What follows belongs to an exercise in optimizing a design on an open flow for small area and a short achievable clock period; a production flow would make more cautious choices. No functional check of the RTL was part of any run shown here. In every run shown here, the design's own scripts or RTL, not TritonCTS, make the clock network. The flow treats the clock pin as an ideal source. Dropping or thinning the clock tree relies on that and would not hold on a real chip. Power and IR drop assume default switching activity.

===== flow/run.sh =====
#!/bin/bash
# Standard ORFS layout, except that the clock tree is built by manual_cts.tcl:
# a two-level inverter tree (one root inverter, one leaf inverter per cluster
# of flip-flops) in place of TritonCTS's buffer tree.
set -euo pipefail
here=$(cd "$(dirname "$0")" && pwd)
export PRE_CTS_TCL="$here/manual_cts.tcl"
export BUFFER_PORTS_ARGS="-buffer_cell sky130_fd_sc_hd__buf_2"
bash standard.sh > standard.log 2>&1

===== flow/manual_cts.tcl =====
# Sourced by ORFS's cts.tcl (PRE_CTS_TCL hook). Replaces clock_tree_synthesis
# with a two-level inverter tree: the clock port drives a few root inverters,
# which drive one leaf inverter per k-means cluster of flip-flops.

proc mcts_outpin {inst} {
  foreach it [$inst getITerms] {
    if {[$it isOutputSignal]} { return $it }
  }
}

# k-means of points (xs, ys) into K clusters of at most capf * n / K points,
# seeded along x. Returns {assign cx cy cnt}.
proc mcts_kmeans {xs ys K capf} {
  set n [llength $xs]
  set order [lsort -real -indices $xs]
  set cx {}
  set cy {}
  for {set k 0} {$k < $K} {incr k} {
    set i [lindex $order [expr {int(($k + 0.5) * $n / $K)}]]
    lappend cx [lindex $xs $i]
    lappend cy [lindex $ys $i]
  }
  set cap [expr {int(ceil($capf * $n / $K))}]
  for {set iter 0} {$iter < 40} {incr iter} {
    set pairs {}
    for {set i 0} {$i < $n} {incr i} {
      for {set k 0} {$k < $K} {incr k} {
        set d [expr {abs([lindex $xs $i] - [lindex $cx $k]) + abs([lindex $ys $i] - [lindex $cy $k])}]
        lappend pairs [list $d $i $k]
      }
    }
    set pairs [lsort -real -index 0 $pairs]
    set assign [lrepeat $n -1]
    set cnt [lrepeat $K 0]
    foreach p $pairs {
      lassign $p d i k
      if {[lindex $assign $i] >= 0} continue
      if {[lindex $cnt $k] >= $cap} continue
      lset assign $i $k
      lset cnt $k [expr {[lindex $cnt $k] + 1}]
    }
    set sx [lrepeat $K 0.0]
    set sy [lrepeat $K 0.0]
    for {set i 0} {$i < $n} {incr i} {
      set k [lindex $assign $i]
      lset sx $k [expr {[lindex $sx $k] + [lindex $xs $i]}]
      lset sy $k [expr {[lindex $sy $k] + [lindex $ys $i]}]
    }
    for {set k 0} {$k < $K} {incr k} {
      if {[lindex $cnt $k] > 0} {
        lset cx $k [expr {[lindex $sx $k] / [lindex $cnt $k]}]
        lset cy $k [expr {[lindex $sy $k] / [lindex $cnt $k]}]
      }
    }
  }
  return [list $assign $cx $cy $cnt]
}

# The clock port drives R root inverters; each drives a group of leaf
# inverters; each leaf inverter drives one cluster of about S flip-flops.
proc mcts_build {S R root_cell leaf_cell} {
  set block [ord::get_db_block]
  set db [ord::get_db]
  set clk_net [$block findNet CLOCK]
  set sinks {}
  set xs {}
  set ys {}
  foreach it [$clk_net getITerms] {
    set inst [$it getInst]
    set bb [$inst getBBox]
    lappend sinks $it
    lappend xs [expr {([$bb xMin] + [$bb xMax]) / 2.0}]
    lappend ys [expr {([$bb yMin] + [$bb yMax]) / 2.0}]
  }
  set n [llength $sinks]
  set K [expr {max($R, int(round(double($n) / $S)))}]
  lassign [mcts_kmeans $xs $ys $K 1.1] assign cx cy cnt
  puts "manual CTS: $n sinks in $K clusters of $cnt"
  lassign [mcts_kmeans $cx $cy $R 1.0] rassign rx ry rcnt
  puts "manual CTS: $R roots driving $rcnt leaves"
  set rootm [$db findMaster $root_cell]
  set leafm [$db findMaster $leaf_cell]
  set rnets {}
  for {set r 0} {$r < $R} {incr r} {
    set root [odb::dbInst_create $block $rootm clkinv_root_$r]
    $root setLocation [expr {int([lindex $rx $r])}] [expr {int([lindex $ry $r])}]
    $root setPlacementStatus PLACED
    set rnet [odb::dbNet_create $block clknet_root_$r]
    $rnet setSigType CLOCK
    [$root findITerm A] connect $clk_net
    [mcts_outpin $root] connect $rnet
    lappend rnets $rnet
  }
  for {set k 0} {$k < $K} {incr k} {
    set b [odb::dbInst_create $block $leafm clkinv_leaf_$k]
    $b setLocation [expr {int([lindex $cx $k])}] [expr {int([lindex $cy $k])}]
    $b setPlacementStatus PLACED
    set net [odb::dbNet_create $block clknet_leaf_$k]
    $net setSigType CLOCK
    [$b findITerm A] connect [lindex $rnets [lindex $rassign $k]]
    [mcts_outpin $b] connect $net
    for {set i 0} {$i < $n} {incr i} {
      if {[lindex $assign $i] == $k} {
        set it [lindex $sinks $i]
        $it disconnect
        $it connect $net
      }
    }
  }
  global_connect
}

set ::mcts_S 20
set ::mcts_R 3
set ::mcts_root sky130_fd_sc_hd__inv_16
set ::mcts_leaf sky130_fd_sc_hd__clkinv_8

# cts.tcl calls repair_clock_inverters and then clock_tree_synthesis after
# this hook; build the tree in place of the latter.
proc clock_tree_synthesis {args} {
  mcts_build $::mcts_S $::mcts_R $::mcts_root $::mcts_leaf
  set_propagated_clock [all_clocks]
}

===== standard.sh =====
#!/bin/bash
# synth_recipe.tcl (not shown) runs the flow's synth.tcl, then flattens the netlist and writes it again
# the make line also repeats each setting of config.mk as NAME=value (left out here)
make -C /OpenROAD-flow-scripts/flow DESIGN_CONFIG=/design/flow/config.mk WORK_HOME=/design/flow/orfs CLKGATE_MAP_FILE= SYNTH_SCRIPT=/design/flow/synth_recipe.tcl "${@:-finish}"

===== config.mk =====
export PLATFORM = sky130hd
export DESIGN_NAME = FIFO
export DESIGN_NICKNAME = FIFO
export VERILOG_FILES = /design/flow/design.v
export SDC_FILE = /design/flow/constraint.sdc
export NUM_CORES = 4
export LEC_CHECK = 0
export CAP_MARGIN = 20
export CORE_MARGIN = 2
export CORE_UTILIZATION = 60
export CTS_BUF_LIST = sky130_fd_sc_hd__clkbuf_8
export CTS_CLUSTER_DIAMETER = 60
export CTS_CLUSTER_SIZE = 18
export SETUP_SLACK_MARGIN = 1.0
export SLEW_MARGIN = 20

===== constraint.sdc =====
create_clock -name core_clock -period 2.5 [get_ports {CLOCK}]
set_input_delay 0.5000 -clock core_clock [delete_from_list [all_inputs] [get_ports {CLOCK}]]
set_output_delay 0.5000 -clock core_clock [all_outputs]
set_load 0.01 [all_outputs]

===== design.v =====
module FIFO(
	input [7:0] DATA_IN,
	input READ, WRITE, CLEAR_N, RESET_N, CLOCK,
	output reg [7:0] DATA_OUT,
	output reg [4:0] USE_DW,
	output reg F_FULL_N, F_EMPTY_N
);
reg [255:0] sr;       
reg [7:0]   pd;       
reg         pv;       
reg [3:0]   lo;       
reg [7:0]   hi;       
reg [31:0]  rd;        
reg [3:0]   rdq;       
reg         rdp;      
wire rst = ~(RESET_N & CLEAR_N);
wire wa = WRITE & (READ ? F_EMPTY_N : F_FULL_N);
wire rr = READ & F_EMPTY_N;
always @(posedge CLOCK) begin
	pd <= DATA_IN;
	pv <= wa & ~rst;
end
always @(posedge CLOCK)
	if (pv)
		sr <= {sr[247:0], pd};
wire [3:0] lo_r0 = pv ? {lo[2:0], lo[3]} : lo;           
wire [3:0] lo_r1 = pv ? lo : {lo[0], lo[3:1]};           
wire [7:0] hi_r0 = (pv & lo[3]) ? {hi[6:0], hi[7]} : hi;
wire [7:0] hi_r1 = (~pv & lo[0]) ? {hi[0], hi[7:1]} : hi;
always @(posedge CLOCK)
	if (rst) begin
		lo <= 4'b1000;
		hi <= 8'b10000000;
	end else begin
		lo <= rr ? lo_r1 : lo_r0;
		hi <= rr ? hi_r1 : hi_r0;
	end
reg [31:0] oldest;
integer s, q;
always @* begin
	oldest = 32'd0;
	for (s = 0; s < 32; s = s + 1)
		oldest[8*(s/8) +: 8] = oldest[8*(s/8) +: 8] | ({8{lo[s%4] & hi[s/4]}} & sr[8*s +: 8]);
end
always @(posedge CLOCK) begin
	rd <= oldest;
	for (q = 0; q < 4; q = q + 1)
		rdq[q] <= hi[2*q] | hi[2*q+1];
	rdp <= pv & lo[3] & hi[7];
end
reg [7:0] rdsel;
always @* begin
	rdsel = 8'd0;
	for (q = 0; q < 4; q = q + 1)
		rdsel = rdsel | ({8{rdq[q]}} & rd[8*q +: 8]);
end
wire [7:0] rdout = rdp ? sr[7:0] : rdsel;
always @(posedge CLOCK)
	if (~F_EMPTY_N & WRITE & READ)
		DATA_OUT <= DATA_IN;
	else
		DATA_OUT <= rdout;
reg [3:0] nlo;
reg [7:0] nhi;
function [4:0] enc;
	input [3:0] l;
	input [7:0] h;
	begin
		enc[0] = l[1] | l[3];
		enc[1] = l[2] | l[3];
		enc[2] = h[1] | h[3] | h[5] | h[7];
		enc[3] = h[2] | h[3] | h[6] | h[7];
		enc[4] = h[4] | h[5] | h[6] | h[7];
	end
endfunction
wire [3:0] nlo_up = F_FULL_N ? {nlo[2:0], nlo[3]} : nlo;
wire [7:0] nhi_up = (F_FULL_N & nlo[3]) ? {nhi[6:0], nhi[7]} : nhi;
wire [3:0] nlo_dn = F_EMPTY_N ? {nlo[0], nlo[3:1]} : nlo;
wire [7:0] nhi_dn = (F_EMPTY_N & nlo[0]) ? {nhi[0], nhi[7:1]} : nhi;
wire [4:0] cnt_up = enc(nlo_up, nhi_up);
wire [4:0] cnt_dn = enc(nlo_dn, nhi_dn);
wire       full_up  = ~F_FULL_N | (nlo[3] & nhi[7]);             
wire       empty_dn = ~F_EMPTY_N | (nlo[1] & nhi[0] & F_FULL_N);  
reg [3:0] nlo_n;
reg [7:0] nhi_n;
reg [4:0] cnt_n;
reg       full_n, empty_n;
wire wr_only = WRITE & ~READ;
wire rd_only = READ & ~WRITE;
always @* begin
	nlo_n = nlo; nhi_n = nhi; cnt_n = USE_DW;
	full_n = ~F_FULL_N; empty_n = ~F_EMPTY_N;
	if (rd_only) begin
		nlo_n = nlo_dn; nhi_n = nhi_dn; cnt_n = cnt_dn;
		full_n = 1'b0; empty_n = empty_dn;
	end
	if (wr_only) begin
		nlo_n = nlo_up; nhi_n = nhi_up; cnt_n = cnt_up;
		full_n = full_up; empty_n = 1'b0;
	end
end
always @(posedge CLOCK) begin
	nlo       <= rst ? 4'b0001 : nlo_n;
	nhi       <= rst ? 8'b00000001 : nhi_n;
	USE_DW    <= rst ? 5'd0 : cnt_n;
	F_FULL_N  <= rst | ~full_n;
	F_EMPTY_N <= ~rst & ~empty_n;
end
endmodule

==> results.tsv, run 1 <==
metric	value	unit
grt_use_total	23.7	%
wl_per_cell	23.9	um
finalMaxSlewViolations	0	
die_y	149	um
drc	0	
grt_overflow_total	0	
ant_nets	0	
final-setup-viol-count	0	
ys.flop_type	edfxtp_1	
antenna_found_initial	0	
syn-mean-instance-area	15.2	um2
syn_nets	844	
status	no timing/DRC/antenna violations	
fin_cells	1121	
critPathLaunchType	input port	
yosysUniqueCellTypes	60	
holdCritPathClass	flop to flop	
fin_nets	863	
worst_pin_slew	0.718	ns
drive_above_1_share	16.5	%
period_share	64.8	%
die_w	149	um
n_antenna_cell	0	
gp_congestion	0.801	
syn2layout_area_growth	8.34	%
dieArea	22200	um2
clk_pin_slew	0.08	ns
dr.pass1.iters	8	
cap_violations	0	
crit_path_end_kind	flop	
fmax	617	MHz
vias	7519	
path_class	input port to flop	
netlist_area	12600	um2
ys_warn_count	1	
slew_headroom	52.1	%
crit_path_max_fanout	7	
yosys.area.top_type_share	61.0	%
ys_seq_area_share	74.5	%
hold_viol	0	
min_period	1.62	ns
grt_start_max_net_pins	131	
async_reset_ff_share	0	%
ioPinCount	28	
hpwl	16.3	mm
yosys-top-cells-count	edfxtp_1, dfxtp_1, a22oi_1	
critPathArrivalTime	1.62	ns
finClkSkew	0.0263	ns
holdBufCountCts	0	
numPlacedInstances	1078	
yosysMostFrequentCell	edfxtp_1	
num_rows	53	
setup_ws	0.880	ns
rsz0062_at_grt	true	
grt_pass1_wl	41.6	mm
core	20800	um2
synth-seq-cells	341	
leakagePower	4.49	nW
start_util	60.5	%
power_density	647	nW/um2
vias_per_cell	6.71	
netlist_instances	829	
irDropWorstVdd	0.458	mV
finalWirelength	26.8	mm
grt_pass1_vias	7298	
worstSkewPairLatency	0.15	ns
yosysTopAreaCell	edfxtp_1	
place_ws	0.404	ns
power	8.83	mW
synth_edf_count	256	
required	2.50	ns
port_buffers	27	
synthTopCellsByArea	edfxtp_1, dfxtp_1, a22oi_1	
drt_iter0_drc	962	
timing repair:
item | 4_1_cts | 5_1_grt
setup buffers | 16 | 6
setup endpoints to repair | 58 | 49
gates cloned | 1 | 0
resized for setup | 37 | 22
pin swaps | 6 | 7
metal layers:
metal | routed length [um] | track usage, % | vias up
li1 | - | - | 3349
met1 | 12000 | 36.3 | 3859
met2 | 12700 | 37.7 | 278
met3 | 1540 | 2.32 | 33
met4 | 511 | 5.00 | 0
met5 | 0 | 0 | -
power by group:
| group | internal [mW] | switching, mW |
|---|---|---|
| Combinational | 0.143 | 0.224 |
| Clock | 0.370 | 1.85 |
| Sequential | 6.16 | 0.0833 |
sequential cells by signal (all words and copies together), names as in the netlist, 4 cells and up:
register	flops
sr	256
rdq	4
nhi	8
nlo	4
pd	8
USE_DW	5
lo	4
rd	32
DATA_OUT	8
hi	8
layout by cell type (no fill, tap or decap), types with 4 or more instances in the layout:
cell type	n
a22oi_1	59
nor2_1	18
buf_12	5
buf_4	28
o31ai_1	4
and3_1	7
buf_2	25
a21oi_1	25
dfxtp_2	6
a222oi_1	15
nand2_1	41
a311oi_2	7
and2_1	7
buf_6	7
o21ai_0	13
nand4_1	10
o221ai_1	9
a31oi_1	10
clkinv_8	17
a22o_1	48
dfxtp_1	74
dfxtp_4	5
edfxtp_1	256
nand3_1	37
nor3_1	4
a32oi_1	13
o22ai_1	7
a221oi_1	8
inv_1	13
path summary, 6_finish.rpt:
check             startpoint   endpoint  slack (ns)  depth (start not counted)
hold reg to reg        pd[1]      sr[1]        0.41                          0
hold / removal         pd[1]      sr[1]        0.41                          0
setup reg to reg       lo[3]      rd[5]        0.94                          4
setup / recovery        READ  USE_DW[4]        0.88                          8
cell type report:
class / instances / area, um2
fillers: 1542 / 7170
flip-flops and latches: 341 / 9420
repair buffers: 65 / 514
multi-input cells: 405 / 2970
inverters: 35 / 408
well taps: 275 / 344
critical path, stage by stage:
cell	delay (ns)
buf_12	0.09
inv_12	0.03
ha_4	0.17
buf_6	0.13
buf_4	0.14
a2111oi_4	0.31
a221o_1	0.19
a21oi_1	0.06
metrics by stage:
stage / hold WS (ns) / utilization (%) / instance area, um2 / TNS, ns
finish: 0.408 / 65.5 / 13600 / 0
global placement: 0.388 / 62.1 / 12900 / 0
floorplan: 0.386 / - / 12700 / -6.29
CTS: 0.405 / 65.0 / 13500 / 0
detailed placement: 0.390 / 62.1 / 12900 / 0
global route: 0.419 / 65.5 / 13600 / 0
logic make-up after synthesis:
| group | Yosys count | share of synthesized area, % |
|---|---|---|
| buffers and inverters | 84 | 3.45 |
| and+or+nand+nor | 149 | 5.84 |
| adders and majority gates | 2 | 0.199 |
| AOI/OAI and AO/OA | 253 | 16.0 |
| DFF | 341 | 74.5 |
==> run 2: changes to the inputs <==
==> design.v (replaced) <==
module FIFO(
	input [7:0] DATA_IN,
	input READ, WRITE, CLEAR_N, RESET_N, CLOCK,
	output reg [7:0] DATA_OUT,
	output reg [4:0] USE_DW,
	output reg F_FULL_N, F_EMPTY_N
);
reg [255:0] sr;       
reg [7:0]   pd;       
reg         pv;       
reg [3:0]   lo;       
reg [7:0]   hi;       
reg [31:0]  rd;        
reg [3:0]   rdq;       
reg         rdp;      
wire rst_n = RESET_N & CLEAR_N;
wire rst   = ~rst_n;
wire rr = READ & F_EMPTY_N;
always @(posedge CLOCK) begin
	pd <= DATA_IN;
	pv <= rst_n & WRITE & ((READ & F_EMPTY_N) | (~READ & F_FULL_N));
end
always @(posedge CLOCK)
	if (pv)
		sr <= {sr[247:0], pd};
wire [3:0] lo_r0, lo_r1;    
wire [7:0] hi_r0, hi_r1;
wire       hi_up = pv & lo[3];
wire       hi_dn = ~pv & lo[0];
genvar g;
generate
	for (g = 0; g < 4; g = g + 1) begin : g_lo
		assign lo_r0[g] = (pv & lo[(g+3)%4]) | (~pv & lo[g]);
		assign lo_r1[g] = (pv & lo[g]) | (~pv & lo[(g+1)%4]);
	end
	for (g = 0; g < 8; g = g + 1) begin : g_hi
		assign hi_r0[g] = (hi_up & hi[(g+7)%8]) | (~hi_up & hi[g]);
		assign hi_r1[g] = (hi_dn & hi[(g+1)%8]) | (~hi_dn & hi[g]);
	end
endgenerate
always @(posedge CLOCK) begin
	lo <= {4{rst_n}} & ((lo_r1 & {4{rr}}) | (lo_r0 & {4{~rr}})) | {rst, 3'b000};
	hi <= {8{rst_n}} & ((hi_r1 & {8{rr}}) | (hi_r0 & {8{~rr}})) | {rst, 7'b0};
end
reg [31:0] oldest;
integer s, q;
always @* begin
	oldest = 32'd0;
	for (s = 0; s < 32; s = s + 1)
		oldest[8*(s/8) +: 8] = oldest[8*(s/8) +: 8] | ({8{lo[s%4] & hi[s/4]}} & sr[8*s +: 8]);
end
always @(posedge CLOCK) begin
	rd <= oldest;
	for (q = 0; q < 4; q = q + 1)
		rdq[q] <= hi[2*q] | hi[2*q+1];
	rdp <= pv & lo[3] & hi[7];
end
reg [7:0] rdsel;
always @* begin
	rdsel = 8'd0;
	for (q = 0; q < 4; q = q + 1)
		rdsel = rdsel | ({8{rdq[q]}} & rd[8*q +: 8]);
end
wire [7:0] rdout = rdp ? sr[7:0] : rdsel;
always @(posedge CLOCK)
	if (~F_EMPTY_N & WRITE & READ)
		DATA_OUT <= DATA_IN;
	else
		DATA_OUT <= rdout;
reg [3:0] nlo;
reg [7:0] nhi;
function [4:0] enc;
	input [3:0] l;
	input [7:0] h;
	begin
		enc[0] = l[1] | l[3];
		enc[1] = l[2] | l[3];
		enc[2] = h[1] | h[3] | h[5] | h[7];
		enc[3] = h[2] | h[3] | h[6] | h[7];
		enc[4] = h[4] | h[5] | h[6] | h[7];
	end
endfunction
wire inc  = WRITE & ~READ & F_FULL_N;
wire dec  = READ & ~WRITE & F_EMPTY_N;
wire hold = ~inc & ~dec;
wire [3:0] nlo_up = {nlo[2:0], nlo[3]};
wire [7:0] nhi_up = nlo[3] ? {nhi[6:0], nhi[7]} : nhi;
wire [3:0] nlo_dn = {nlo[0], nlo[3:1]};
wire [7:0] nhi_dn = nlo[0] ? {nhi[0], nhi[7:1]} : nhi;
wire [4:0] cnt_up = enc(nlo_up, nhi_up);
wire [4:0] cnt_dn = enc(nlo_dn, nhi_dn);
wire       c31 = nlo[3] & nhi[7];    
wire       c1  = nlo[1] & nhi[0];    
always @(posedge CLOCK) begin
	nlo       <= {3'b000, rst} | ({4{rst_n}} & (({4{inc}} & nlo_up) | ({4{dec}} & nlo_dn) | ({4{hold}} & nlo)));
	nhi       <= {7'b0, rst} | ({8{rst_n}} & (({8{inc}} & nhi_up) | ({8{dec}} & nhi_dn) | ({8{hold}} & nhi)));
	USE_DW    <= {5{rst_n}} & (({5{inc}} & cnt_up) | ({5{dec}} & cnt_dn) | ({5{hold}} & USE_DW));
	F_FULL_N  <= ~(rst_n & ((inc & c31) | (hold & ~F_FULL_N)));
	F_EMPTY_N <= rst_n & ~((dec & c1) | (hold & ~F_EMPTY_N));
end
endmodule
==> results.tsv, run 2 <==
metric	value	unit	change
status	no timing/DRC/antenna violations		
ys_seq_area_share	76.2	%	+1.7 points
fin_cells	1072		-4.4%
critPathArrivalTime	1.46	ns	-0.16 ns
drive_above_1_share	14.7	%	-1.8 points
largest_register_ffs	256		unchanged
min_period	1.48	ns	-0.137 ns
ys_warn_count	1		unchanged
cap_violations	0		unchanged
grt_start_max_net_pins	87		-34%
yosys.area.top_type_share	62.4	%	+1.4 points
gp_congestion	0.840		+4.9%
synth_edf_count	256		unchanged
vias_per_cell	6.76		+0.73%
yosysUniqueCellTypes	53		-12%
num_rows	52		-1.9%
final-setup-viol-count	0		unchanged
fin_nets	817		-5.3%
netlist_instances	788		-4.9%
grt_pass1_vias	6804		-6.8%
seq_area	9410	um2	about the same
place_ws	0.504	ns	+0.100 ns
port_buffers	27		unchanged
path_class	flop to flop		
syn-mean-instance-area	15.6	um2	+2.9%
irDropWorstVdd	0.489	mV	+6.9%
dieArea	21700	um2	-2.2%
critPathLaunchType	flop		
numPlacedInstances	1042		-3.3%
critPathSlowestCell	dfxtp_1		
die_w	147	um	-1.1%
core	20200	um2	-3.1%
synthTopCellsByArea	edfxtp_1, dfxtp_1, a22oi_1		
layout_common_cells	edfxtp_1, dfxtp_1, a22oi_1		
multiInputGateArea	2720	um2	-8.5%
required	2.48	ns	-0.02 ns
largest_register	sr		
grt_pass1_wl	39.9	mm	-4.2%
finalWirelength	25.9	mm	-3.2%
finalInstanceArea	13300	um2	-2.9%
holdBufCountCts	0		unchanged
grt_use_total	23.3	%	-0.44 points
fillers	1476		-4.3%
ys.flop_type	edfxtp_1		
async_reset_ff_share	0	%	unchanged
holdCritPathClass	flop to flop		
crit_path_end_kind	flop		
finalMaxSlewViolations	0		unchanged
yosysMostFrequentCell	edfxtp_1		
leakagePower	4.28	nW	-4.8%
slowest_delay	0.56	ns	+0.25 ns
n_antenna_cell	0		unchanged
netlist_area	12300	um2	-2.2%
synth-seq-cells	341		unchanged
grt_overflow_total	0		unchanged
rsz0062_at_grt	true		
ioPinCount	28		unchanged
final_common_cell	edfxtp_1		
syn_nets	801		-5.1%
worst_pin_slew	0.710	ns	-0.00822 ns
worstSkewPairLatency	0.15	ns	about the same
start_util	61.1	%	+0.56 points
hold_viol	0		unchanged
slew_headroom	52.5	%	+0.43 points
clk_pin_slew	0.07	ns	about the same
dr.pass1.iters	5		-3
placedInstanceArea	12700	um2	-1.7%
period_share	59.3	%	-5.5 points
vias	7243		-3.7%
ant_nets	0		unchanged
syn2layout_area_growth	7.60	%	
antenna_found_initial	0		unchanged
power_density	656	nW/um2	+1.4%
yosys-top-cells-count	edfxtp_1, dfxtp_1, a22oi_1		
die_y	147	um	-1.1%
drt_iter0_drc	815		-15%
wl_per_cell	24.2	um	+1.2%
hpwl	16.2	mm	-0.63%
yosysTopAreaCell	edfxtp_1		
setup_ws	1.02	ns	+0.137 ns
crit_chain	mux2_2 -> o41ai_1 -> a21oi_1		
reg_top3	sr: 256 flops, rd: 32 flops		
finClkSkew	0.0346	ns	+0.00831 ns
crit_path_max_fanout	11		+4
fmax	674	MHz	+9.2%
drc	0		unchanged
run 2: cell types whose count changed in the layout (fill, tap and decap cells not counted), moves of 6 or more:
cell      before  now
nand3_1       37   23
a311oi_2       7    0
a221oi_1       8   14
a222oi_1      15   21
mux2i_1        0    6
nand4_1       10    4
a22oi_1       59   45
inv_1         13    7
a32oi_1       13   21
buf_4         28   20
a22o_1        48   28
a21oi_1       25   35
run 2: worst paths after layout:
path	start	endpoint	slack, ns	cells past startpoint
min	pd[3]	sr[3]	0.40	0
max	nlo[3]	USE_DW[4]	1.02	3
min reg2reg	pd[3]	sr[3]	0.40	0
max reg2reg	nlo[3]	USE_DW[4]	1.02	3
run 2: worst max-delay path, delay by kind of cell (launching register included):
kind	cells	cell delay, ns
AOI/OAI and AO/OA	2	0.40
muxes	1	0.38
DFF	1	0.56
run 2: cell type report:
| cell class | instances | area share [%] |
|---|---|---|
| multi-input cells | 377 | 20.5 |
| repair buffers | 53 | 3.00 |
| well taps | 270 | 2.55 |
| inverters | 31 | 2.96 |
| flip-flops and latches | 341 | 71.0 |
run 2: metal layers:
layer | global-route usage (%) | up-vias | part of all wire (%)
met1 | 36.1 | 3677 | 45
met3 | 2.08 | 36 | 6.4
li1 | - | 3220 | -
met5 | 0 | - | 0
met2 | 37.4 | 310 | 47
met4 | 3.80 | 0 | 2.1
run 2: kinds of logic (layout without fill, tap and decap cells):
| group | Yosys count | count (layout) | share of synthesized area, % |
|---|---|---|---|
| multiplexers | 9 | 9 | 0.762 |
| AND/OR/NAND/NOR | 127 | 127 | 5.28 |
| flip-flops | 341 | 341 | 76.2 |
| AO/OA/AOI/OAI | 241 | 241 | 15.1 |
| buffers and inverters | 70 | 84 | 2.64 |
run 2: timing repair:
action	in CTS	in global routing
pin swaps	2	4
endpoints found under the setup margin	156	28
gates resized for setup	14	25
buffers inserted	6	4
run 2: per-stage QoR:
step / hold slack, ns / utilization [%] / setup TNS [ns] / power (mW)
6_report: 0.404 / 65.7 / 0 / 8.69
5_1_grt: 0.419 / 65.7 / 0 / 9.02
4_1_cts: 0.406 / 65.0 / 0 / 8.77
3_5_place_dp: 0.389 / 63.0 / 0 / 6.59
3_3_place_gp: 0.389 / 63.0 / 0 / 6.58
2_1_floorplan: 0.386 / - / -4.86 / 6.49
run 2: where the power goes:
group | switching, mW | internal (mW)
Combinational | 0.163 | 0.0926
Sequential | 0.0763 | 6.15
Clock | 1.84 | 0.372
==> run 3: changes to the inputs <==
--- a/design.v
+++ b/design.v
@@ -9,6 +9,5 @@
 reg [7:0]   pd;       
 reg         pv;       
-reg [3:0]   lo;       
-reg [7:0]   hi;       
+reg [31:0]  sel;      
 reg [31:0]  rd;        
 reg [3:0]   rdq;       
@@ -16,31 +15,17 @@
 wire rst_n = RESET_N & CLEAR_N;
 wire rst   = ~rst_n;
+wire wa = WRITE & (READ ? F_EMPTY_N : F_FULL_N);
 wire rr = READ & F_EMPTY_N;
 always @(posedge CLOCK) begin
 	pd <= DATA_IN;
-	pv <= rst_n & WRITE & ((READ & F_EMPTY_N) | (~READ & F_FULL_N));
+	pv <= wa & ~rst;
 end
 always @(posedge CLOCK)
 	if (pv)
 		sr <= {sr[247:0], pd};
-wire [3:0] lo_r0, lo_r1;    
-wire [7:0] hi_r0, hi_r1;
-wire       hi_up = pv & lo[3];
-wire       hi_dn = ~pv & lo[0];
-genvar g;
-generate
-	for (g = 0; g < 4; g = g + 1) begin : g_lo
-		assign lo_r0[g] = (pv & lo[(g+3)%4]) | (~pv & lo[g]);
-		assign lo_r1[g] = (pv & lo[g]) | (~pv & lo[(g+1)%4]);
-	end
-	for (g = 0; g < 8; g = g + 1) begin : g_hi
-		assign hi_r0[g] = (hi_up & hi[(g+7)%8]) | (~hi_up & hi[g]);
-		assign hi_r1[g] = (hi_dn & hi[(g+1)%8]) | (~hi_dn & hi[g]);
-	end
-endgenerate
-always @(posedge CLOCK) begin
-	lo <= {4{rst_n}} & ((lo_r1 & {4{rr}}) | (lo_r0 & {4{~rr}})) | {rst, 3'b000};
-	hi <= {8{rst_n}} & ((hi_r1 & {8{rr}}) | (hi_r0 & {8{~rr}})) | {rst, 7'b0};
-end
+wire [31:0] sel_r1 = ({32{pv}} & sel) | ({32{~pv}} & {sel[0], sel[31:1]});    
+wire [31:0] sel_r0 = ({32{pv}} & {sel[30:0], sel[31]}) | ({32{~pv}} & sel);   
+always @(posedge CLOCK)
+	sel <= ({32{rst_n}} & (({32{rr}} & sel_r1) | ({32{~rr}} & sel_r0))) | {rst, 31'd0};
 reg [31:0] oldest;
 integer s, q;
@@ -48,11 +33,11 @@
 	oldest = 32'd0;
 	for (s = 0; s < 32; s = s + 1)
-		oldest[8*(s/8) +: 8] = oldest[8*(s/8) +: 8] | ({8{lo[s%4] & hi[s/4]}} & sr[8*s +: 8]);
+		oldest[8*(s/8) +: 8] = oldest[8*(s/8) +: 8] | ({8{sel[s]}} & sr[8*s +: 8]);
 end
 always @(posedge CLOCK) begin
 	rd <= oldest;
 	for (q = 0; q < 4; q = q + 1)
-		rdq[q] <= hi[2*q] | hi[2*q+1];
-	rdp <= pv & lo[3] & hi[7];
+		rdq[q] <= |sel[8*q +: 8];
+	rdp <= pv & sel[31];
 end
 reg [7:0] rdsel;
@@ -62,10 +47,11 @@
 		rdsel = rdsel | ({8{rdq[q]}} & rd[8*q +: 8]);
 end
-wire [7:0] rdout = rdp ? sr[7:0] : rdsel;
 always @(posedge CLOCK)
 	if (~F_EMPTY_N & WRITE & READ)
 		DATA_OUT <= DATA_IN;
+	else if (rdp)
+		DATA_OUT <= sr[7:0];
 	else
-		DATA_OUT <= rdout;
+		DATA_OUT <= rdsel;
 reg [3:0] nlo;
 reg [7:0] nhi;
--- a/flow/run.sh
+++ b/flow/run.sh
@@ -6,4 +6,5 @@
 here=$(cd "$(dirname "$0")" && pwd)
 export PRE_CTS_TCL="$here/manual_cts.tcl"
+export PRE_RESIZE_TCL="$here/max_fanout.tcl"
 export BUFFER_PORTS_ARGS="-buffer_cell sky130_fd_sc_hd__buf_2"
 bash standard.sh > standard.log 2>&1
==> flow/max_fanout.tcl (new file) <==
# Sourced by ORFS's resize.tcl (PRE_RESIZE_TCL hook) before repair_design:
# a fanout limit makes repair_design build buffer trees for the wide nets
# (the shift enable of the storage, the read selects).
set_max_fanout 20 [current_design]
--- a/config.mk
+++ b/config.mk
@@ -12,4 +12,4 @@
 export CTS_CLUSTER_DIAMETER = 60
 export CTS_CLUSTER_SIZE = 18
-export SETUP_SLACK_MARGIN = 1.0
+export SETUP_SLACK_MARGIN = 1.2
 export SLEW_MARGIN = 20
==> results.tsv, run 3 <==
metric	value	unit	change
status	no timing/DRC/antenna violations		
largest_register_ffs	256		unchanged
crit_path_end_kind	flop		
slew_headroom	52.0	%	-0.53 points
clk_pin_slew	0.08	ns	about the same
finalWirelength	28.7	mm	+11%
rsz0062_at_grt	true		
hold_end	sr[0]		
final-setup-viol-count	0		unchanged
drc	0		unchanged
path_buf_inv	4		+4
netlist_instances	849		+7.7%
drive_above_1_share	24.2	%	+9.5 points
finalMaxSlewViolations	0		unchanged
ys.flop_type	edfxtp_1		
vias	7778		+7.4%
synthTopCellsByArea	edfxtp_1, dfxtp_1, a22oi_1		
ys_seq_area_share	76.6	%	+0.36 points
holdCritPathClass	flop to flop		
hold_start	pd[0]		
cap_violations	0		unchanged
path_delay_family	buffers and inverters		
core	21000	um2	+3.9%
min_period	1.46	ns	-0.0186 ns
critPathLaunchType	input port		
crit_top_cell	buf_12		
vias_per_cell	6.67		-1.3%
gp_congestion	0.821		-2.3%
placedInstanceArea	13300	um2	+4.8%
yosys-top-cells-count	edfxtp_1, a22oi_1, dfxtp_1		
dieArea	22500	um2	+3.7%
async_reset_ff_share	0	%	unchanged
grt_overflow_total	0		unchanged
synth-seq-cells	361		+5.9%
yosysMostFrequentCell	edfxtp_1		
syn_nets	862		+7.6%
n_antenna_cell	0		unchanged
ioPinCount	28		unchanged
required	2.58	ns	+0.10 ns
die_y	150	um	+1.8%
grt_start_max_net_pins	24		-72%
finalInstanceArea	14500	um2	+9.5%
leakagePower	4.53	nW	+6.0%
yosys.area.top_type_share	60.1	%	-2.3 points
crit_chain	buf_12 -> and3b_2 -> nor2_4 -> buf_12 -> buf_12 -> buf_16 -> nand2_1 -> a21oi_2		
irDropWorstVdd	0.429	mV	-12%
critPathSlowestCell	and3b_2		
drt_iter0_drc	763		-6.4%
hold_viol	0		unchanged
grt_pass1_wl	44.1	mm	+11%
die_w	150	um	+1.8%
synth_edf_count	256		unchanged
netlist_area	12800	um2	+3.8%
fin_nets	906		+11%
r2r-start	F_EMPTY_N		
num_rows	53		+1.9%
ant_nets	0		unchanged
reg_top3	sr: 256 flops, rd: 32 flops, sel: 32 flops		
start_util	61.0	%	-0.068 points
worstSkewPairLatency	0.15	ns	about the same
rrSetupSlack	1.10	ns	+0.08 ns
finClkSkew	0.0182	ns	-0.0164 ns
dr.pass1.iters	5		unchanged
period_share	58.6	%	-0.75 points
power_density	632	nW/um2	-3.6%
final_common_cell	edfxtp_1		
ys_warn_count	1		unchanged
crit_path_max_fanout	8		-3
critPathArrivalTime	1.54	ns	+0.08 ns
wl_per_cell	24.6	um	+1.9%
yosysTopAreaCell	edfxtp_1		
path_class	input port to flop		
grt_use_total	25.5	%	+2.2 points
antenna_found_initial	0		unchanged
syn-mean-instance-area	15.1	um2	-3.7%
whs_path_depth	0		unchanged
worst_pin_slew	0.719	ns	+0.00863 ns
hpwl	17.6	mm	+8.5%
yosysUniqueCellTypes	36		-32%
r2r_cells	7		+4
hold_ws	0.407	ns	+0.00266 ns
grt_pass1_vias	7465		+9.7%
port_buffers	27		unchanged
fmax	683	MHz	+1.3%
largest_register	sr		
holdBufCountCts	0		unchanged
rr_endpoint	sel[6]		
slowest_delay	0.22	ns	-0.34 ns
syn2layout_area_growth	13.5	%	
layout_common_cells	edfxtp_1, a22oi_1, dfxtp_1		
==> run 3: changes by cell type after synthesis, sizes merged, moves of 16 or more <==
| cell | change |
|---|---|
| a221oi | -16 |
| a22oi | +133 |
| a222oi | -21 |
| a32oi | -21 |
| dfxtp | +20 |
| a21oi | +17 |
| nand2 | +16 |
| a22o | -28 |
| nand4 | +29 |
==> run 3: cell families after synthesis <==
| kind of cell | share of synthesized area [%] |
|---|---|
| compound gates | 14.2 |
| buf+inv | 2.49 |
| mux | 0.979 |
| simple gates | 5.76 |
| flops | 76.6 |
==> run 3: worst max path at each step <==
stage          start   endpoint  depth (start not counted)
6_report        READ     sel[6]                          8
5_1_grt         READ    sel[24]                          8
4_1_cts         READ  USE_DW[2]                          5
3_5_place_dp      pv    sr[106]                          3
3_3_place_gp    READ     nhi[0]                          6
2_1_floorplan     pv    sel[28]                          4
==> run 3: layer usage <==
metal	GRT usage (%)	vias up	part of all wire, %
li1	-	3447	-
met1	38.3	3930	43
met2	39.4	350	47
met3	3.11	51	7.3
met4	8.07	0	3.3
met5	0	-	0
==> run 3: area by class of cell <==
cell class,instances,area [um2]
Fill cell,1442,6440
Inverter,24,368
Multi-Input combinational cell,422,3080
Sequential cell,361,9810
Tap cell,275,344
Timing Repair Buffer,84,906
==> run 3: what timing repair did <==
action                                  in CTS  in global routing
endpoints found under the setup margin     317                165
pin swaps                                   33                 18
cloned                                       6                  0
buffers inserted                            14                  7
resized for setup                          239                 58
==> run 3: metrics by stage <==
step	std cells	setup slack [ns]	util (%)	power (mW)	setup TNS, ns
floorplan	849	-0.509	-	6.78	-15.94
global placement	1094	0.689	62.4	6.84	0
detailed placement	1118	-0.709	63.5	6.88	-112.97
CTS	1159	1.05	67.9	9.22	0
global route	1166	1.03	69.3	9.47	0
finish	1166	1.04	69.3	9.17	0
==> run 3: power by group <==
part | switching [mW] | total, mW | internal [mW]
sequential | 0.0669 | 6.53 | 6.46
clock | 1.95 | 2.34 | 0.386
combinational | 0.180 | 0.305 | 0.126
==> run 4: changes to the inputs <==
--- a/config.mk
+++ b/config.mk
@@ -12,4 +12,4 @@
 export CTS_CLUSTER_DIAMETER = 60
 export CTS_CLUSTER_SIZE = 18
-export SETUP_SLACK_MARGIN = 1.2
+export SETUP_SLACK_MARGIN = 1.1
 export SLEW_MARGIN = 20
==> results.tsv, run 4 <==
metric	value	unit	change
synth-seq-cells	361		unchanged
n_antenna_cell	0		unchanged
rsz0062_at_grt	true		
dr.pass1.iters	5		unchanged
finalWirelength	27.7	mm	-3.6%
power_density	651	nW/um2	+3.0%
worst_pin_slew	0.685	ns	-0.0335 ns
irDropWorstVdd	0.451	mV	+5.1%
vias_per_cell	6.66		-0.13%
holdCritPathClass	flop to flop		
seq_area	9800	um2	about the same
yosys.area.top_type_share	60.1	%	unchanged
r2r-start	F_EMPTY_N		
required	2.59	ns	about the same
critPathArrivalTime	1.55	ns	about the same
placedInstanceArea	13300	um2	-0.12%
fin_cells	1157		-0.77%
drive_above_1_share	16.3	%	-7.9 points
ys_seq_area_share	76.6	%	unchanged
grt_pass1_vias	7490		+0.33%
min_period	1.46	ns	-0.00456 ns
finalInstanceArea	14100	um2	-3.1%
synth_edf_count	256		unchanged
layout_common_cells	edfxtp_1, a22oi_1, dfxtp_1		
pwr-share-clk	25.9	%	+0.4 points
syn_nets	862		unchanged
finalMaxSlewViolations	0		unchanged
yosysUniqueCellTypes	36		unchanged
num_rows	53		unchanged
critPathSlowestCell	and3b_2		
status	no timing/DRC/antenna violations		
slew_headroom	54.2	%	+2.2 points
syn2layout_area_growth	9.99	%	
final-setup-viol-count	0		unchanged
start_util	61.0	%	unchanged
die_y	150	um	unchanged
fillers	1532		+6.2%
seqPwrFrac	71.3	%	about the same
antenna_found_initial	0		unchanged
drc	0		unchanged
slowest_delay	0.25	ns	+0.03 ns
period_share	58.4	%	-0.18 points
gp_congestion	0.803		-2.1%
syn-mean-instance-area	15.1	um2	unchanged
netlist_area	12800	um2	unchanged
tns	0	ns	unchanged
async_reset_ff_share	0	%	unchanged
switching_share	24.1	%	+0.11 points
wl_met2	12.9	mm	-4.1%
grt_overflow_total	0		unchanged
drt_iter0_drc	715		-6.3%
crit_chain	buf_12 -> and3b_2 -> nor2_4 -> buf_6 -> clkbuf_16 -> nand2_1 -> a21oi_1		
rr_endpoint	USE_DW[2]		
largest_register	sr		
power	9.15	mW	-0.20%
path_class	input port to flop		
ys.flop_type	edfxtp_1		
port_buffers	27		unchanged
holdBufCountCts	0		unchanged
power.internal	6.95	mW	-0.34%
critPathLaunchType	input port		
power.switching	2.20	mW	+0.26%
hpwl	17.5	mm	-0.58%
cp-startpoint	READ		
ys_warn_count	1		unchanged
worstSkewPairLatency	0.16	ns	about the same
cp-endpoint	sel[26]		
netlist_instances	849		unchanged
r2r_cells	4		-3
top_layer	met4		
crit_path_end_kind	flop		
combPwrFrac	2.8	%	-0.5 points
dieArea	22500	um2	unchanged
hold_ws	0.406	ns	-0.000954 ns
leakagePower	4.43	nW	-2.3%
rrSetupSlack	1.07	ns	-0.03 ns
numPlacedInstances	1116		-0.18%
yosysTopAreaCell	edfxtp_1		
ioPinCount	28		unchanged
dr_wl_met3	1.98	mm	-6.0%
yosysMostFrequentCell	edfxtp_1		
yosys-top-cells-count	edfxtp_1, a22oi_1, dfxtp_1		
vias	7708		-0.90%
final_common_cell	edfxtp_1		
die_w	150	um	unchanged
wl_per_cell	23.9	um	-2.9%
grt_start_max_net_pins	24		unchanged
grt_use_total	24.7	%	-0.77 points
ant_nets	0		unchanged
crit_path_max_fanout	8		unchanged
multiInputGateArea	2830	um2	-8.2%
wl_met1	11.9	mm	-2.8%
largest_register_ffs	256		unchanged
synthTopCellsByArea	edfxtp_1, dfxtp_1, a22oi_1		
core	21000	um2	unchanged
grt_pass1_wl	43.1	mm	-2.1%
clk_pin_slew	0.08	ns	about the same
fmax	685	MHz	+0.31%
finClkSkew	0.0344	ns	+0.0161 ns
hold_viol	0		unchanged
fin_nets	897		-0.99%
reg_top3	sr: 256 flops, rd: 32 flops, sel: 32 flops		
cap_violations	0		unchanged
run 4: cell type report:
type	count	share of cell area (%)
flip-flops and latches	361	69.7
multi-input cells	422	20.1
repair buffers	75	5.06
inverters	24	2.62
well taps	275	2.45
run 4: stage by stage:
stage               setup WS [ns]  utilization, %
global placement            0.616            62.4
floorplan                  -0.509               -
global route                0.988            67.1
detailed placement          -1.26            63.4
CTS                          1.05            66.1
finish                       1.04            67.1
run 4: metal layers:
| metal | vias to the layer above | global-route usage [%] |
|---|---|---|
| met4 | 0 | 7.55 |
| met1 | 3879 | 36.9 |
| li1 | 3427 | - |
| met5 | - | 0 |
| met2 | 346 | 38.4 |
| met3 | 56 | 3.35 |
run 4: worst min-delay path by stage:
stage                     start     to  slack [ns]  cells past startpoint
after floorplan           pd[0]  sr[0]        0.39                      0
after global routing      pd[0]  sr[0]        0.42                      0
final                     pd[4]  sr[4]        0.41                      0
after CTS                 pd[0]  sr[0]        0.41                      0
after global placement    pd[4]  sr[4]        0.39                      0
after detailed placement  pd[4]  sr[4]        0.39                      0
run 4: kinds of logic (layout without fill, tap and decap cells):
family / after synthesis / after routing / share of synthesized area [%]
AO/OA/AOI/OAI: 263 / 263 / 14.2
buffers and inverters: 67 / 99 / 2.49
flip-flops: 361 / 361 / 76.6
multiplexers: 12 / 12 / 0.979
AND/OR/NAND/NOR: 146 / 147 / 5.76
run 4: power by group through the flow:
stage | clock network [mW] | registers [mW] | logic (mW)
6_report | 2.37 | 6.53 | 0.260
5_1_grt | 2.63 | 6.54 | 0.283
4_1_cts | 2.44 | 6.53 | 0.244
3_5_place_dp | 0 | 6.66 | 0.215
3_3_place_gp | 0 | 6.66 | 0.181
2_1_floorplan | 0 | 6.67 | 0.102
run 4: repair_timing:
item,4_1_cts,5_1_grt
setup endpoints to repair,312,121
resized for setup,167,39
pin swaps,8,17
setup buffers,11,5
cloned,2,2
run 4: worst max-delay path: cells and delay by family:
family / cells / cell delay [ns]
compound gates: 1 / 0.15
buf+inv: 3 / 0.40
simple gates: 3 / 0.50
==> run 5: changes to the inputs <==
==> design.v (replaced) <==
module FIFO(
	input [7:0] DATA_IN,
	input READ, WRITE, CLEAR_N, RESET_N, CLOCK,
	output reg [7:0] DATA_OUT,
	output reg [4:0] USE_DW,
	output reg F_FULL_N, F_EMPTY_N
);
reg [255:0] sr;       
reg [31:0]  rd;       
reg [3:0]   rdq;      
reg [3:0]   lo;       
reg [7:0]   hi;       
wire rst = ~(RESET_N & CLEAR_N);
wire shift = WRITE & (READ | F_FULL_N);
always @(posedge CLOCK)
	if (shift)
		sr <= {sr[247:0], DATA_IN};
reg [31:0] oldest;
integer s, q;
always @* begin
	oldest = 32'd0;
	for (s = 0; s < 32; s = s + 1)
		oldest[8*(s/8) +: 8] = oldest[8*(s/8) +: 8] | ({8{lo[s%4] & hi[s/4]}} & sr[8*((s+31)%32) +: 8]);
end
always @(posedge CLOCK) begin
	rd <= oldest;
	for (q = 0; q < 4; q = q + 1)
		rdq[q] <= hi[2*q] | hi[2*q+1];
end
reg [7:0] rdsel;
always @* begin
	rdsel = 8'd0;
	for (q = 0; q < 4; q = q + 1)
		rdsel = rdsel | ({8{rdq[q]}} & rd[8*q +: 8]);
end
always @(posedge CLOCK)
	if (~F_EMPTY_N & WRITE & READ)
		DATA_OUT <= DATA_IN;
	else
		DATA_OUT <= rdsel;
wire inc = WRITE & ~READ & F_FULL_N;
wire dec = READ & ~WRITE & F_EMPTY_N;
reg [4:0] cnt_n;
reg       full_n_n, empty_n_n;
always @* begin
	cnt_n     = USE_DW;
	full_n_n  = F_FULL_N;
	empty_n_n = F_EMPTY_N;
	if (rst) begin
		cnt_n     = 5'd0;
		full_n_n  = 1'b1;
		empty_n_n = 1'b0;
	end else if (inc) begin
		cnt_n     = USE_DW + 5'd1;
		full_n_n  = ~(USE_DW == 5'd31);
		empty_n_n = 1'b1;
	end else if (dec) begin
		cnt_n     = USE_DW - 5'd1;
		full_n_n  = 1'b1;
		empty_n_n = ~(USE_DW == 5'd1 && F_FULL_N);
	end
end
always @(posedge CLOCK) begin
	USE_DW    <= cnt_n;
	F_FULL_N  <= full_n_n;
	F_EMPTY_N <= empty_n_n;
end
always @(posedge CLOCK)
	if (rst) begin
		lo <= 4'b0001;
		hi <= 8'b00000001;
	end else if (inc) begin
		lo <= {lo[2:0], lo[3]};
		if (lo[3])
			hi <= {hi[6:0], hi[7]};
	end else if (dec) begin
		lo <= {lo[0], lo[3:1]};
		if (lo[0])
			hi <= {hi[0], hi[7:1]};
	end
endmodule
--- a/flow/run.sh
+++ b/flow/run.sh
@@ -6,5 +6,4 @@
 here=$(cd "$(dirname "$0")" && pwd)
 export PRE_CTS_TCL="$here/manual_cts.tcl"
-export PRE_RESIZE_TCL="$here/max_fanout.tcl"
 export BUFFER_PORTS_ARGS="-buffer_cell sky130_fd_sc_hd__buf_2"
 bash standard.sh > standard.log 2>&1
--- a/config.mk
+++ b/config.mk
@@ -12,4 +12,4 @@
 export CTS_CLUSTER_DIAMETER = 60
 export CTS_CLUSTER_SIZE = 18
-export SETUP_SLACK_MARGIN = 1.1
+export SETUP_SLACK_MARGIN = 1.0
 export SLEW_MARGIN = 20
removed: flow/max_fanout.tcl
==> results.tsv, run 5 <==
metric	value	unit	change
num_rows	50		-5.7%
slew_headroom	59.8	%	+5.6 points
final_common_cell	edfxtp_1		
dieArea	20300	um2	-9.8%
grt_pass1_wl	38.5	mm	-11%
hold_viol	0		unchanged
netlist_instances	698		-18%
vias	6663		-14%
hold_ws	0.434	ns	+0.0281 ns
yosysTopAreaCell	edfxtp_1		
rsz0062_at_grt	true		
grt_pass1_vias	6434		-14%
crit_chain	buf_2 -> o21a_4 -> buf_16		
worstSkewPairLatency	0.15	ns	about the same
dr.pass1.iters	5		unchanged
r2r_cells	2		-2
grt_start_max_net_pins	121		+400%
cp-endpoint	sr[154]		
synth_edf_count	256		unchanged
cp.depth	3		-4
grt_overflow_total	0		unchanged
ys.flop_type	edfxtp_1		
drc	0		unchanged
path_class	input port to flop		
fin_cells	959		-17%
numPlacedInstances	931		-17%
synthTopCellsByArea	edfxtp_1, dfxtp_1, a22o_1		
reg_top3	sr: 256 flops, rd: 32 flops		
vias_per_cell	6.95		+4.3%
status	no timing/DRC/antenna violations		
netlist_area	11500	um2	-10%
critPathArrivalTime	1.42	ns	-0.13 ns
finClkSkew	0.0322	ns	-0.00220 ns
syn-mean-instance-area	16.5	um2	+9.3%
min_period	1.63	ns	+0.167 ns
syn2layout_area_growth	7.94	%	
rrSetupSlack	0.94	ns	-0.13 ns
required	2.29	ns	-0.30 ns
synth-seq-cells	319		-12%
critPathSlowestCell	buf_16		
fmax	615	MHz	-10%
holdBufCountCts	0		unchanged
irDropWorstVdd	0.448	mV	-0.74%
holdCritPathClass	flop to flop		
async_reset_ff_share	0	%	unchanged
core	18800	um2	-10%
layout_common_cells	edfxtp_1, dfxtp_1, a22o_1, nand2_1, a22oi_1		
cap_violations	0		unchanged
cp-startpoint	WRITE		
yosysMostFrequentCell	edfxtp_1		
finalWirelength	25.3	mm	-8.8%
clk_pin_slew	0.08	ns	about the same
ys_seq_area_share	77.9	%	+1.3 points
crit_path_end_kind	flop		
start_util	61.2	%	+0.22 points
ant_nets	0		unchanged
largest_register	sr		
r2r-start	F_FULL_N		
die_y	142	um	-5.1%
yosys.area.top_type_share	66.9	%	+6.8 points
port_buffers	27		unchanged
period_share	65.1	%	+6.7 points
drt_iter0_drc	807		+13%
fin_nets	743		-17%
path_buf_inv	2		-1
drive_above_1_share	14.0	%	-2.4 points
fillers	1310		-14%
syn_nets	715		-17%
antenna_found_initial	1		+1
leakagePower	4.20	nW	-5.2%
ys_warn_count	1		unchanged
crit_path_max_fanout	120		+112
ioPinCount	28		unchanged
wl_per_cell	26.3	um	+10%
grt_use_total	24.7	%	-0.053 points
seq_area	8970	um2	-8.6%
largest_register_ffs	256		unchanged
multiInputGateArea	2290	um2	-19%
hpwl	15.6	mm	-11%
path_delay_family	buffers and inverters		
yosysUniqueCellTypes	49		+36%
slowest_delay	0.43	ns	+0.18 ns
critPathLaunchType	input port		
gp_congestion	0.813		+1.1%
die_w	142	um	-5.1%
power_density	705	nW/um2	+8.3%
worst_pin_slew	0.602	ns	-0.0829 ns
yosys-top-cells-count	edfxtp_1, dfxtp_1, a22o_1, nand2_1, a22oi_1		
finalMaxSlewViolations	0		unchanged
final-setup-viol-count	0		unchanged
rr_endpoint	sr[154]		
==> run 5: cell types whose count changed after synthesis, moves of 16 or more <==
cell,previous run,this run
a21oi_1,52,7
a222oi_1,0,20
a22o_1,0,42
a22oi_1,179,35
a31oi_1,4,22
clkbuf_1,43,27
dfxtp_1,105,63
nand4_1,33,5
==> run 5: kinds of logic after synthesis <==
| logic type | share of synthesized area [%] |
|---|---|
| simple gates | 4.94 |
| fa+ha+maj | 0.436 |
| compound gates | 13.9 |
| buf+inv | 2.53 |
| mux | 0.261 |
| flops | 77.9 |
==> run 5: layout make-up <==
cell class	instances	share of cell area, %
antenna	1	0.0202
sequential	319	72.3
inverter	29	2.89
timing repair buffer	59	3.94
multi-input combinational	317	18.5
tap	234	2.36
==> run 5: stage by stage <==
stage                     worst slack (ns)  TNS (ns)  total power [mW]  utilization [%]  cell area (um2)
after floorplan                     -0.402   -102.94              6.51                -            11500
after global placement               0.740         0              6.69             63.6            11900
after detailed placement             0.682         0              6.71             63.6            11900
after CTS                            0.890         0              8.78             65.6            12300
after global routing                 0.821         0              9.05             66.1            12400
final                                0.873         0              8.75             66.1            12400
==> run 5: timing repair <==
item                                    in CTS  in global routing
pin swaps                                    0                  2
buffers inserted                             2                  6
endpoints found under the setup margin     238                239
resized for setup                           15                 13
==> run 5: routing by layer <==
| layer | up-vias | global-route usage [%] | wire length [um] |
|---|---|---|---|
| met5 | - | 0 | 0 |
| met4 | 0 | 6.04 | 635 |
| met3 | 44 | 1.88 | 1540 |
| met2 | 276 | 39.9 | 12200 |
| met1 | 3434 | 37.3 | 10900 |
| li1 | 2909 | - | - |
==> run 5: how the worst min path moves through the flow <==
stage | to | slack (ns) | start | cells past startpoint
3_3_place_gp | sr[166] | 0.43 | sr[158] | 0
2_1_floorplan | sr[134] | 0.42 | sr[126] | 0
4_1_cts | sr[165] | 0.43 | sr[157] | 0
6_report | sr[165] | 0.43 | sr[157] | 0
3_5_place_dp | sr[230] | 0.43 | sr[222] | 0
5_1_grt | sr[165] | 0.45 | sr[157] | 0
==> run 5: worst register-to-register path: stages (launching register included) <==
cell,delay [ns]
dfxtp_1,0.47
o21a_4,0.23
buf_16,0.43
==> run 5: power breakdown <==
part           switching, mW  internal (mW)  leakage (nW)
clock network           1.77          0.357         0.140
logic                  0.241          0.164          1.04
registers              0.174           6.04          3.02
total                   2.19           6.56          4.20
==> run 6: changes to the inputs <==
--- a/flow/run.sh
+++ b/flow/run.sh
@@ -6,4 +6,5 @@
 here=$(cd "$(dirname "$0")" && pwd)
 export PRE_CTS_TCL="$here/manual_cts.tcl"
+export PRE_RESIZE_TCL="$here/max_fanout.tcl"
 export BUFFER_PORTS_ARGS="-buffer_cell sky130_fd_sc_hd__buf_2"
 bash standard.sh > standard.log 2>&1
==> flow/max_fanout.tcl (new file) <==
# Sourced by ORFS's resize.tcl (PRE_RESIZE_TCL hook) before repair_design:
# a fanout limit makes repair_design build buffer trees for the wide nets
# (the shift enable of the storage, the read selects).
set_max_fanout 20 [current_design]
==> results.tsv, run 6 <==
metric	value	unit	change
syn_nets	715		unchanged
largest_register	sr		
holdBufCountCts	0		unchanged
worstSkewPairLatency	0.15	ns	about the same
path_class	input port to flop		
placedInstanceArea	12100	um2	+1.5%
synth-seq-cells	319		unchanged
irDropWorstVdd	0.485	mV	+8.2%
syn2layout_area_growth	13.0	%	
crit_top_cell	buf_12		
slowest_delay	0.21	ns	-0.22 ns
ys.flop_type	edfxtp_1		
period_share	59.5	%	-5.6 points
gp_congestion	0.813		unchanged
status	no timing/DRC/antenna violations		
crit_path_end_kind	flop		
ant_nets	0		unchanged
netlist_area	11500	um2	unchanged
die_w	142	um	unchanged
critPathLaunchType	input port		
num_rows	50		unchanged
drc	0		unchanged
synth-compound-area-share	13.9	%	unchanged
utilization	69.2	%	+3.1 points
synth_xor_area_share	0	%	unchanged
holdCritPathClass	flop to flop		
power_density	682	nW/um2	-3.3%
cap_violations	0		unchanged
slew_headroom	49.7	%	-10 points
crit_path_max_fanout	7		-94%
grt_overflow_total	0		unchanged
grt_pass1_vias	6647		+3.3%
grt_pass1_wl	40.1	mm	+4.2%
ys_seq_area_share	77.9	%	unchanged
leakagePower	4.49	nW	+7.0%
finalMaxSlewViolations	0		unchanged
fmax	673	MHz	+9.4%
critPathArrivalTime	1.38	ns	-0.04 ns
hold_viol	0		unchanged
power	8.86	mW	+1.2%
antenna_found_initial	1		unchanged
required	2.39	ns	+0.10 ns
drive_above_1_share	18.4	%	+4.4 points
die_y	142	um	unchanged
rsz0062_at_grt	false		
ys_warn_count	1		unchanged
worst_pin_slew	0.753	ns	+0.150 ns
yosysMostFrequentCell	edfxtp_1		
async_reset_ff_share	0	%	unchanged
grt_start_max_net_pins	23		-81%
path_delay_family	buffers and inverters		
netlist_instances	698		unchanged
yosys-top-cells-count	edfxtp_1, dfxtp_1, a22o_1, nand2_1, a22oi_1		
port_buffers	27		unchanged
wl_per_cell	26.7	um	+1.4%
finalWirelength	26.5	mm	+4.8%
path_buf_inv	5		+3
crit_chain	buf_12 -> o21a_4 -> buf_12 -> buf_16 -> buf_12 -> clkbuf_16		
largest_register_ffs	256		unchanged
fillers	1261		-3.7%
synth_top_family_by_area	compound AO/OA/AOI/OAI gates		
hpwl	17.0	mm	+9.1%
ioPinCount	28		unchanged
finClkSkew	0.0351	ns	+0.00292 ns
syn-mean-instance-area	16.5	um2	unchanged
clk_pin_slew	0.08	ns	about the same
min_period	1.49	ns	-0.140 ns
vias_per_cell	6.89		-0.77%
synth_simple_gate_area_share	4.94	%	unchanged
start_util	61.2	%	unchanged
synthMuxAreaShare	0.261	%	unchanged
final-setup-viol-count	0		unchanged
setup_ws	1.01	ns	+0.140 ns
synthAdderAreaFrac	0.436	%	unchanged
synthTopCellsByArea	edfxtp_1, dfxtp_1, a22o_1		
yosys.area.top_type_share	66.9	%	unchanged
fin_nets	775		+4.3%
yosysUniqueCellTypes	49		unchanged
layout_common_cells	edfxtp_1, dfxtp_1, a22o_1, nand2_1, a22oi_1		
place_ws	-1.44	ns	-2.12 ns
vias	6832		+2.5%
yosysTopAreaCell	edfxtp_1		
drt_iter0_drc	899		+11%
critPathSlowestCell	o21a_4		
dr.pass1.iters	7		+2
final_common_cell	edfxtp_1		
dieArea	20300	um2	unchanged
reg_top3	sr: 256 flops, rd: 32 flops		
core	18800	um2	unchanged
synth_edf_count	256		unchanged
grt_use_total	26.0	%	+1.3 points
finalInstanceArea	13000	um2	+4.7%
run 6: changes by cell type in the layout (fill, tap and decap cells not counted), sizes merged:
cell | previous run | this run
clkbuf | 0 | 3
bufbuf | 0 | 1
buf | 59 | 87
run 6: through the flow:
| step | hold slack, ns | TNS (ns) | std cells |
|---|---|---|---|
| after floorplan | 0.419 | -102.94 | 698 |
| after global placement | 0.427 | 0 | 931 |
| after detailed placement | 0.435 | -115.75 | 949 |
| after CTS | 0.419 | 0 | 982 |
| after global routing | 0.423 | 0 | 990 |
| final | 0.425 | 0 | 991 |
run 6: final timing paths:
path              slack, ns  cells past startpoint  endpoint    from
setup reg to reg       1.05                      5     rd[6]   lo[0]
setup / recovery       1.01                      6    sr[36]    READ
hold reg to reg        0.43                      0    sr[39]  sr[31]
hold / removal         0.43                      0    sr[39]  sr[31]
run 6: layout make-up:
type / instances / area, um2 / share of cell area [%]
repair buffers: 91 / 1030 / 7.91
well taps: 234 / 293 / 2.26
diodes: 1 / 2.50 / 0.0193
flip-flops and latches: 319 / 8970 / 69.1
multi-input cells: 317 / 2330 / 18.0
inverters: 29 / 358 / 2.76
run 6: cells by family (layout without fill, tap and decap cells):
group / after synthesis / in the layout
AND/OR/NAND/NOR: 110 / 110
adder cells (fa/ha/maj): 4 / 4
multiplexers: 3 / 3
AO/OA/AOI/OAI: 200 / 200
other: 0 / 1
buffers and inverters: 62 / 120
flip-flops: 319 / 319
run 6: power breakdown:
part	internal (mW)	total (mW)	switching, mW	leakage, nW
sequential	6.04	6.21	0.172	3.02
clock	0.357	2.13	1.77	0.140
combinational	0.245	0.517	0.272	1.33
run 6: what timing repair did:
action,CTS,global route
setup endpoints to repair,249,93
gates cloned,3,3
pin swaps,3,7
buffers inserted,11,5
resized for setup,156,26
run 6: per-layer routing:
| layer | vias up | track usage (%) | wire, um |
|---|---|---|---|
| li1 | 2984 | - | - |
| met1 | 3501 | 38.6 | 11600 |
| met2 | 305 | 42.1 | 12600 |
| met3 | 42 | 2.83 | 1690 |
| met4 | 0 | 6.31 | 569 |
| met5 | - | 0 | 0 |
run 6: worst reg2reg max path: stages, from the launching register on:
cell and delay, ns:
dfxtp_4 0.37, buf_12 0.15, buf_4 0.22, a22o_1 0.25, a221oi_1 0.23, o22ai_1 0.14
==> run 7: changes to the inputs <==
--- a/config.mk
+++ b/config.mk
@@ -12,4 +12,4 @@
 export CTS_CLUSTER_DIAMETER = 60
 export CTS_CLUSTER_SIZE = 18
-export SETUP_SLACK_MARGIN = 1.0
+export SETUP_SLACK_MARGIN = 1.1
 export SLEW_MARGIN = 20
==> results.tsv, run 7 <==
metric	value	unit	change
status	no timing/DRC/antenna violations		
cp-endpoint	sr[247]		
path_class	input port to flop		
syn-mean-instance-area	16.5	um2	unchanged
synth_xor_area_share	0	%	unchanged
syn_nets	715		unchanged
r2r-start	lo[1]		
largest_register	sr		
top_usage_layer	met2		
r2r_cells	4		-1
finClkSkew	0.0236	ns	-0.0115 ns
hold_ws	0.450	ns	+0.0244 ns
netlist_instances	698		unchanged
grt.met2_usage	43.7	%	+1.6 points
worst_pin_slew	0.512	ns	-0.241 ns
required	2.40	ns	about the same
async_reset_ff_share	0	%	unchanged
crit_top_cell	buf_12		
ioPinCount	28		unchanged
leakagePower	5.10	nW	+14%
holdBufCountCts	0		unchanged
reg_top3	sr: 256 flops, rd: 32 flops		
gp_congestion	0.807		-0.74%
yosysMostFrequentCell	edfxtp_1		
antenna_found_initial	0		-1
yosysTopAreaCell	edfxtp_1		
period_share	61.1	%	+1.7 points
holdCritPathClass	flop to flop		
crit_path_max_fanout	5		-2
die_y	142	um	unchanged
yosysUniqueCellTypes	49		unchanged
grt_start_max_net_pins	23		unchanged
drive_above_1_share	29.2	%	+11 points
grt_overflow_total	0		unchanged
start_util	61.2	%	unchanged
hold_viol	0		unchanged
fmax	654	MHz	-2.7%
die_w	142	um	unchanged
largest_register_ffs	256		unchanged
grt_use_total	27.1	%	+1.1 points
layout_common_cells	edfxtp_1, dfxtp_1, buf_4		
synthTopCellsByArea	edfxtp_1, dfxtp_1, a22o_1		
vias	7398		+8.3%
grt_util_met3	1.95	%	-0.87 points
dr.pass1.iters	7		unchanged
hpwl	16.5	mm	-3.1%
rsz0062_at_grt	true		
rrSetupSlack	0.98	ns	-0.07 ns
core	18800	um2	unchanged
n_antenna_cell	0		-1
final-setup-viol-count	0		unchanged
num_rows	50		unchanged
tns	0	ns	unchanged
slowest_delay	0.24	ns	+0.03 ns
crit_chain	buf_12 -> o21a_4 -> buf_12 -> buf_12 -> buf_16 -> clkbuf_16		
critPathArrivalTime	1.42	ns	+0.04 ns
fin_nets	837		+8.0%
min_period	1.53	ns	+0.0420 ns
path_buf_inv	5		unchanged
finalMaxSlewViolations	0		unchanged
synth-seq-cells	319		unchanged
grt_pass1_wl	41.6	mm	+3.8%
dieArea	20300	um2	unchanged
cp.depth	6		unchanged
ys_warn_count	1		unchanged
synthAdderAreaFrac	0.436	%	unchanged
yosys.area.top_type_share	66.9	%	unchanged
ys.flop_type	edfxtp_1		
gr-usage-met1	42.2	%	+3.7 points
critPathLaunchType	input port		
irDropWorstVdd	0.479	mV	-1.1%
slew_headroom	65.8	%	+16 points
clk_pin_slew	0.07	ns	about the same
netlist_area	11500	um2	unchanged
synthMuxAreaShare	0.261	%	unchanged
yosys-top-cells-count	edfxtp_1, dfxtp_1, a22o_1, nand2_1, a22oi_1		
ys_seq_area_share	77.9	%	unchanged
syn2layout_area_growth	25.4	%	
final_common_cell	edfxtp_1		
synth_top_family_by_area	compound AO/OA/AOI/OAI gates		
power_density	628	nW/um2	-7.9%
synth_edf_count	256		unchanged
cap_violations	0		unchanged
vias_per_cell	7.03		+2.0%
critPathSlowestCell	o21a_4		
path_delay_family	buffers and inverters		
port_buffers	27		unchanged
drt_iter0_drc	933		+3.8%
finalWirelength	29.3	mm	+11%
rr_endpoint	rd[19]		
drc	0		unchanged
ant_nets	0		unchanged
cp-startpoint	READ		
synth_simple_gate_area_share	4.94	%	unchanged
wl_per_cell	27.9	um	+4.4%
synth-compound-area-share	13.9	%	unchanged
worstSkewPairLatency	0.14	ns	about the same
crit_path_end_kind	flop		
grt_pass1_vias	6846		+3.0%
## run 7: changes by cell type in the layout (fill, tap and decap cells not counted), moves of 4 or more
cell	change
buf_4	+10
o31ai_1	-4
buf_12	+12
buf_16	+14
a221oi_2	+5
buf_6	+6
buf_8	+7
a221oi_1	-5
nand3_1	-4
clkbuf_16	+8
## run 7: kinds of logic (layout without fill, tap and decap cells)
group | count (synthesis) | after routing
buffers and inverters | 62 | 180
AOI/OAI and AO/OA | 200 | 200
DFF | 319 | 319
muxes | 3 | 3
and+or+nand+nor | 110 | 112
adders and majority gates | 4 | 4
## run 7: timing repair
| item | in CTS | in global routing |
|---|---|---|
| gates resized for setup | 256 | 57 |
| setup endpoints to repair | 295 | 228 |
| buffers inserted | 37 | 14 |
| pin swaps | 17 | 27 |
| cloned | 19 | 15 |
## run 7: final cells by class
cell class | count | area [um2]
Multi-Input combinational cell | 319 | 2580
Sequential cell | 319 | 8980
Tap cell | 234 | 293
Fill cell | 1061 | 4360
Timing Repair Buffer | 151 | 2200
Inverter | 29 | 363
## run 7: power by group
group	internal (mW)	total (mW)	switching (mW)
registers	6.04	6.21	0.177
logic	0.400	0.731	0.330
clock network	0.357	2.11	1.75
## run 7: layer usage
layer  part of all wire [%]  up-vias  routed length, um
met1                     42     3808              12300
li1                       -     3121                  -
met2                     48      417              14000
met4                    2.4        0                705
met3                    8.1       52               2390
met5                      0        -                  0
## run 7: worst min path at each step
stage | from | end | slack, ns | depth (start not counted)
final | sr[126] | sr[134] | 0.45 | 0
after global routing | sr[128] | sr[136] | 0.46 | 0
after detailed placement | sr[166] | sr[174] | 0.43 | 0
after global placement | sr[158] | sr[166] | 0.42 | 0
after floorplan | sr[126] | sr[134] | 0.42 | 0
after CTS | sr[166] | sr[174] | 0.45 | 0
## run 7: metrics by stage
stage	cells	cell area [um2]	power (mW)	util [%]	worst slack [ns]
CTS	1023	13700	8.99	72.9	0.942
detailed placement	948	12100	6.73	64.4	-2.14
finish	1052	14400	9.05	76.8	0.971
floorplan	698	11500	6.51	-	-0.402
global route	1052	14400	9.33	76.8	0.943
global placement	928	11900	6.68	63.3	0.703

==> static timing again, ports no longer ideal <==
The flow's constraints put no driver on any port. The routed layouts listed below were extracted and timed again, unchanged, in two steps. Step 1 (the two cells are an assumption about what drives the block):
set clk [get_ports {CLOCK}]
set_driving_cell -lib_cell sky130_fd_sc_hd__clkbuf_16 $clk
set_driving_cell -lib_cell sky130_fd_sc_hd__buf_2 [delete_from_list [all_inputs] $clk]
Step 2 adds t to the input delays and takes it off the output delays; t is the mean of the earliest and latest rising clock arrival at the registers after step 1. Input paths then give back, and output paths get back, about the clock's delay inside the block. Three values: no drivers, after step 1, after step 2; two values: the first two.
run	shift t [ns]	setup slack, ns	worst setup path at the end
run 1	0.297	0.880 / 0.942 / 0.675	input to register
run 2	0.305	1.017 / 1.017 / 0.879	input to register
run 3	0.306	1.036 / 1.097 / 0.851	input to register
run 4	0.304	1.040 / 1.074 / 0.848	input to register
run 5	0.288	0.873 / 0.940 / 0.715	input to register
run 6	0.293	1.013 / 1.048 / 0.813	input to register
run 7	0.299	0.971 / 0.978 / 0.793	input to register
After both steps every run listed still meets setup and hold. The setup slack of run 1, which loses most, moves by +0.062 ns with the drivers and by -0.205 ns with both steps.
